What follows belongs to an exercise in optimizing a design on an open flow for small area and a short achievable clock period; a production flow would make more cautious choices.
Where RTL was checked, it was by simulation tests only, not by an equivalence proof against the original.
No activity file was given, so power comes from the tool's default toggle rates.

## alu
module alu(
           clk,
           rst_n,
           src1,
           src2,
           ALU_control,
           result,
           zero,
           cout,
           overflow
           );
input           clk;
input           rst_n;
input  [32-1:0] src1;
input  [32-1:0] src2;
input   [4-1:0] ALU_control;
output [32-1:0] result;
output          zero;
output          cout;
output          overflow;
  wire is_and = (ALU_control == 4'b0000);
  wire is_or  = (ALU_control == 4'b0001);
  wire is_add = (ALU_control == 4'b0010);
  wire is_sub = (ALU_control == 4'b0110);
  wire is_slt = (ALU_control == 4'b0111);
  wire is_nor = (ALU_control == 4'b1100);
  wire arith  = is_add | is_sub;
  wire        inv = is_sub | is_slt;
  wire [31:0] b   = src2 ^ {32{inv}};
  wire [31:0] p   = src1 ^ b;
  wire [31:0] g   = src1 & b;
  wire [31:0] g0 = {g[31:1], g[0] | (p[0] & inv)};
  wire [31:0] p0 = p;
  ...
export LEC_CHECK = 0
export CAP_MARGIN = 20
export CORE_MARGIN = 2
export CORE_UTILIZATION = 40
export SLEW_MARGIN = 20
create_clock -name core_clock -period 11.0 [get_ports {clk}]
standard.sh (not shown) runs the stock make flow with config.mk's settings and CLKGATE_MAP_FILE= SYNTH_SCRIPT=/design/flow/synth_recipe.tcl, a recipe that flattens the netlist after the stock synthesis.
==> flow/flow/run.sh <==
#!/bin/bash
set -euo pipefail
export BUFFER_PORTS_ARGS="-buffer_cell sky130_fd_sc_hd__buf_1"
export SETUP_SLACK_MARGIN=7
bash standard.sh > standard_flow.log 2>&1
The baseline finished with timing, DRC and antenna clean.
Next try:
==> flow/flow/run.sh (replaced) <==
#!/bin/bash
set -euo pipefail
export BUFFER_PORTS_ARGS="-buffer_cell sky130_fd_sc_hd__buf_1"
export SETUP_SLACK_MARGIN=0
bash standard.sh > standard_flow.log 2>&1
What happened: Worst hold slack gets better by 7.3 ps; power shrinks by 13%; global-route usage falls by 2.1 points.
Next try:
==> flow/flow/run.sh (replaced) <==
#!/bin/bash
set -euo pipefail
export BUFFER_PORTS_ARGS="-buffer_cell sky130_fd_sc_hd__buf_1"
export SETUP_SLACK_MARGIN=6

bash standard.sh > standard_flow.log 2>&1
--- a/flow/config.mk
+++ b/flow/config.mk
@@ -9,3 +9,3 @@
 export CORE_MARGIN = 2
-export CORE_UTILIZATION = 40
+export CORE_UTILIZATION = 60
 export SLEW_MARGIN = 20
The new run went through all stages and came out clean.
Sequential share of layout area is lower by 0.39 points.
Non-clock buffer count climbs by 11.
Power came out higher by 0.34%.
Wire length is higher by about 0.37%.
Count of clock-buffer cells in the layout is lower by 1.
Core utilization grows by 25 points.
Final area is higher by about 2%.
Area after synthesis stays the same.
Worst hold slack loses 11 ps.
Global-route usage rises by 10 points.
Combinational power goes up by about 7%.
Next try:
--- a/flow/flow/run.sh
+++ b/flow/flow/run.sh
@@ -4,3 +4,2 @@
 export SETUP_SLACK_MARGIN=6
-
 bash standard.sh > standard_flow.log 2>&1
--- a/flow/config.mk
+++ b/flow/config.mk
@@ -9,3 +9,3 @@
 export CORE_MARGIN = 2
-export CORE_UTILIZATION = 60
+export CORE_UTILIZATION = 40
 export SLEW_MARGIN = 20
Power hardly moves.
Setup slack degrades by 40 ps.
Design area increases by 1.3%.
Via count decreases by 2.9%.
Synthesized area does not change.
Count of clock-buffer cells in the layout is unchanged.
Synthesized cell count is unchanged.
Sequential share of layout area decreases by 0.25 points.
Next try:
==> flow/flow/run.sh (replaced) <==
#!/bin/bash
set -euo pipefail
export BUFFER_PORTS_ARGS="-buffer_cell sky130_fd_sc_hd__buf_1"
export SETUP_SLACK_MARGIN=6.5
export ABC_AREA=1
bash standard.sh > standard_flow.log 2>&1
After rerunning: Via count goes up by 17%; final area increases by 10%; setup slack improves by 430 ps.
Next try:
==> flow/flow/run.sh (replaced) <==
#!/bin/bash
set -euo pipefail
export BUFFER_PORTS_ARGS="-buffer_cell sky130_fd_sc_hd__buf_1"
export SETUP_SLACK_MARGIN=6

bash standard.sh > standard_flow.log 2>&1
--- a/flow/config.mk
+++ b/flow/config.mk
@@ -9,3 +9,4 @@
 export CORE_MARGIN = 2
-export CORE_UTILIZATION = 40
+export CORE_UTILIZATION = 75
+export PLACE_DENSITY = 0.8
 export SLEW_MARGIN = 20
Effect: Clock power is lower by about 17%. Hold slack gains 14 ps. Synthesized cell count is lower by 28%. Count of clock-buffer cells in the layout is lower by 1. Die area is lower by about 50%. Total power is higher by about 4%.
No run of this note included a check of the RTL's function; only the layout flow was run.

* * *

alu, a different RTL version from the one above (not shown whole).
Size in the first run: ~440 cells after synthesis, roughly 34 flip-flops, roughly 0.0036 mm² of cells after synthesis.
clock: 11.0 ns
lec_check: 0
cap_margin: 20
core_margin: 2
core_utilization: 60
cts_buf_list: sky130_fd_sc_hd__clkbuf_4
gpl_routability_driven: 0
slew_margin: 20
==> flow/flow/run.sh <==
#!/bin/bash
# Layout flow: the standard layout, with two changes.
# 1. Synthesis is the standard synthesis (synth_recipe.tcl, so -nofsm -noshare,
#    flatten and the same renames) except that Yosys does not extract full and
#    half adder cells, and ABC maps the logic with flow/abc.script instead of
#    the ORFS speed script. The registers are the standard synthesis's.
# 2. The port buffers are the small plain buffer instead of the default
#    delay-buffer cell, and the resizer's setup repair aims for a slack margin.
# Each tool's output goes to a log of its own in the work folder.
set -euo pipefail
here=$(pwd)
{ head -n 1 synth_recipe.tcl
  cat <<'EOT'
# ABC with this flow's own script
proc abc {args} {
  set i [lsearch -exact $args -script]
  if {$i >= 0} { lset args [expr {$i + 1}] $::env(OWN_ABC_SCRIPT) }
  yosys abc {*}$args
}
EOT
  tail -n +2 synth_recipe.tcl
} > own_synth.tcl
sed -e "s#SYNTH_SCRIPT=[^ ]*#SYNTH_SCRIPT=$here/own_synth.tcl ADDER_MAP_FILE=#" standard.sh > own_synth.sh
export OWN_ABC_SCRIPT=$here/flow/abc.script
bash own_synth.sh synth > synth.log 2>&1
export BUFFER_PORTS_ARGS="-buffer_cell sky130_fd_sc_hd__buf_1"
export SETUP_SLACK_MARGIN=6.25
bash standard.sh > layout.log 2>&1
==> flow/flow/abc.script <==
strash
&get -n
&st
&dch -f
&nf -R 1000
&dch -f
&nf -R 1000
&put
topo
buffer -c
upsize -c
dnsize -c
stime -c
The starting point finished clean.
Change:
--- a/flow/flow/abc.script
+++ b/flow/flow/abc.script
@@ -3,2 +3,3 @@
 &st
+&dc2
 &dch -f
--- a/flow/config.mk
+++ b/flow/config.mk
@@ -11,3 +11,2 @@
 export CTS_BUF_LIST = sky130_fd_sc_hd__clkbuf_4
-export GPL_ROUTABILITY_DRIVEN = 0
 export SLEW_MARGIN = 20
After rerunning: Worst setup slack degrades by 690 ps. Synthesized cell count came out lower by 5.2%. Area after synthesis goes down by 6.6%. Power increases by 1.4%.
Change:
--- a/flow/flow/abc.script
+++ b/flow/flow/abc.script
@@ -3,3 +3,2 @@
 &st
-&dc2
 &dch -f
Total power fell by 1.1%.
First-iteration DRC count fell by 20%.
Wire length rose by 2.1%.
Die area rose by 6.7%.
Via count rose by 1.5%.
Clock power rose by about 1%.
Change:
--- a/flow/flow/run.sh
+++ b/flow/flow/run.sh
@@ -26,3 +26,3 @@
 export BUFFER_PORTS_ARGS="-buffer_cell sky130_fd_sc_hd__buf_1"
-export SETUP_SLACK_MARGIN=6.25
+export SETUP_SLACK_MARGIN=6.4
 bash standard.sh > layout.log 2>&1
The new run completed with no timing, DRC or antenna violations.
Final cell count climbs by 0.32%.
First-iteration DRC count came out higher by 26%.
Wire length went up by 3.5%.
Design area increases by 2.0%.
Synthesized cell count does not change.
Combinational power goes up by about 2%.
Global-route usage stays flat.
Synthesized area is unchanged.
Setup slack is better by 47 ps.
Change:
--- a/flow/flow/run.sh
+++ b/flow/flow/run.sh
@@ -26,3 +26,8 @@
 export BUFFER_PORTS_ARGS="-buffer_cell sky130_fd_sc_hd__buf_1"
-export SETUP_SLACK_MARGIN=6.4
+MARGINS=(0 6.25 6.25)
+export SETUP_SLACK_MARGIN=${MARGINS[0]}
+bash standard.sh place > layout_place.log 2>&1
+export SETUP_SLACK_MARGIN=${MARGINS[1]}
+bash standard.sh cts > layout_cts.log 2>&1
+export SETUP_SLACK_MARGIN=${MARGINS[2]}
 bash standard.sh > layout.log 2>&1
Outcome: The new run completed with no timing, DRC or antenna violations. Worst setup slack loses 47 ps. Area after synthesis does not change. Sequential share of layout area grows by 0.41 points. Worst hold slack degrades by 3.3 ps. Final cell count fell by 0.32%. Sequential power is about the same.
Change:
--- a/flow/flow/run.sh
+++ b/flow/flow/run.sh
@@ -26,8 +26,3 @@
 export BUFFER_PORTS_ARGS="-buffer_cell sky130_fd_sc_hd__buf_1"
-MARGINS=(0 6.25 6.25)
-export SETUP_SLACK_MARGIN=${MARGINS[0]}
-bash standard.sh place > layout_place.log 2>&1
-export SETUP_SLACK_MARGIN=${MARGINS[1]}
-bash standard.sh cts > layout_cts.log 2>&1
-export SETUP_SLACK_MARGIN=${MARGINS[2]}
+export SETUP_SLACK_MARGIN=6.5
 bash standard.sh > layout.log 2>&1
--- a/flow/flow/abc.script
+++ b/flow/flow/abc.script
@@ -3,2 +3,3 @@
 &st
+&dc2
 &dch -f
Total power falls by 0.44%.
Setup slack gets worse by 720 ps.
Wire length went down by 1.6%.
Sequential share of layout area shrinks by 0.14 points.
Critical path depth rose by 8.
Via count came out lower by 0.57%.
Die area came out lower by 6.3%.
Cell count decreases by 1.3%.
Sequential cell count does not change.
Global-route usage grows by 0.91 points.

re-timing with driven ports:
In the flow no input, the clock included, has a driving cell. The finished layouts below were timed again as built, in two steps. Step 1: set_driving_cell puts a clkbuf_16 on clk and a buf_2 on each other input, an assumption about the parent block. Step 2 times the ports against the registers' clock, not the clock port: input delays grow and output delays shrink by t, the midpoint of the rising clock arrivals with the driver on. a / b / c = no drivers / after step 1 / after step 2; a / b = the first two.
| run | shift t [ns] | slack for setup (ns) | latest minus earliest clock arrival (ns) | pins driven straight from the clock port |
|---|---|---|---|---|
| the first run of note 1 | 0.326 | 6.308 / 6.297 / 5.971 | 0.011 / 0.010 | 1 |
| the second run of note 1 | 0.309 | 5.685 / 5.689 / 5.380 | 0.003 / 0.004 | 1 |
| the third run of note 1 | 0.319 | 6.150 / 6.160 / 5.841 | 0.006 / 0.006 | 1 |
| the fourth run of note 1 | 0.320 | 6.111 / 6.122 / 5.802 | 0.005 / 0.006 | 1 |
| the fifth run of note 1 | 0.331 | 6.539 / 6.551 / 6.220 | 0.012 / 0.012 | 1 |
| the sixth run of note 1 | 0.326 | 5.842 / 5.847 / 5.521 | 0.016 / 0.016 | 1 |
| the first run of note 2 | 0.372 | 6.431 / 6.433 / 6.061 | 0.015 / 0.015 | 1 |
| the second run of note 2 | 0.355 | 5.739 / 5.722 / 5.367 | 0.004 / 0.004 | 1 |
| the third run of note 2 | 0.358 | 6.518 / 6.520 / 6.161 | 0.016 / 0.015 | 1 |
| the fourth run of note 2 | 0.358 | 6.566 / 6.567 / 6.209 | 0.018 / 0.019 | 1 |
| the fifth run of note 2 | 0.358 | 6.518 / 6.520 / 6.161 | 0.016 / 0.015 | 1 |
| the sixth run of note 2 | 0.371 | 5.794 / 5.781 / 5.410 | 0.011 / 0.012 | 1 |
After both steps setup and hold are still met in every run listed. For the sixth run of note 2, which loses most, drivers alone change the setup slack by -0.013 ns; drivers and shift together by -0.384 ns.
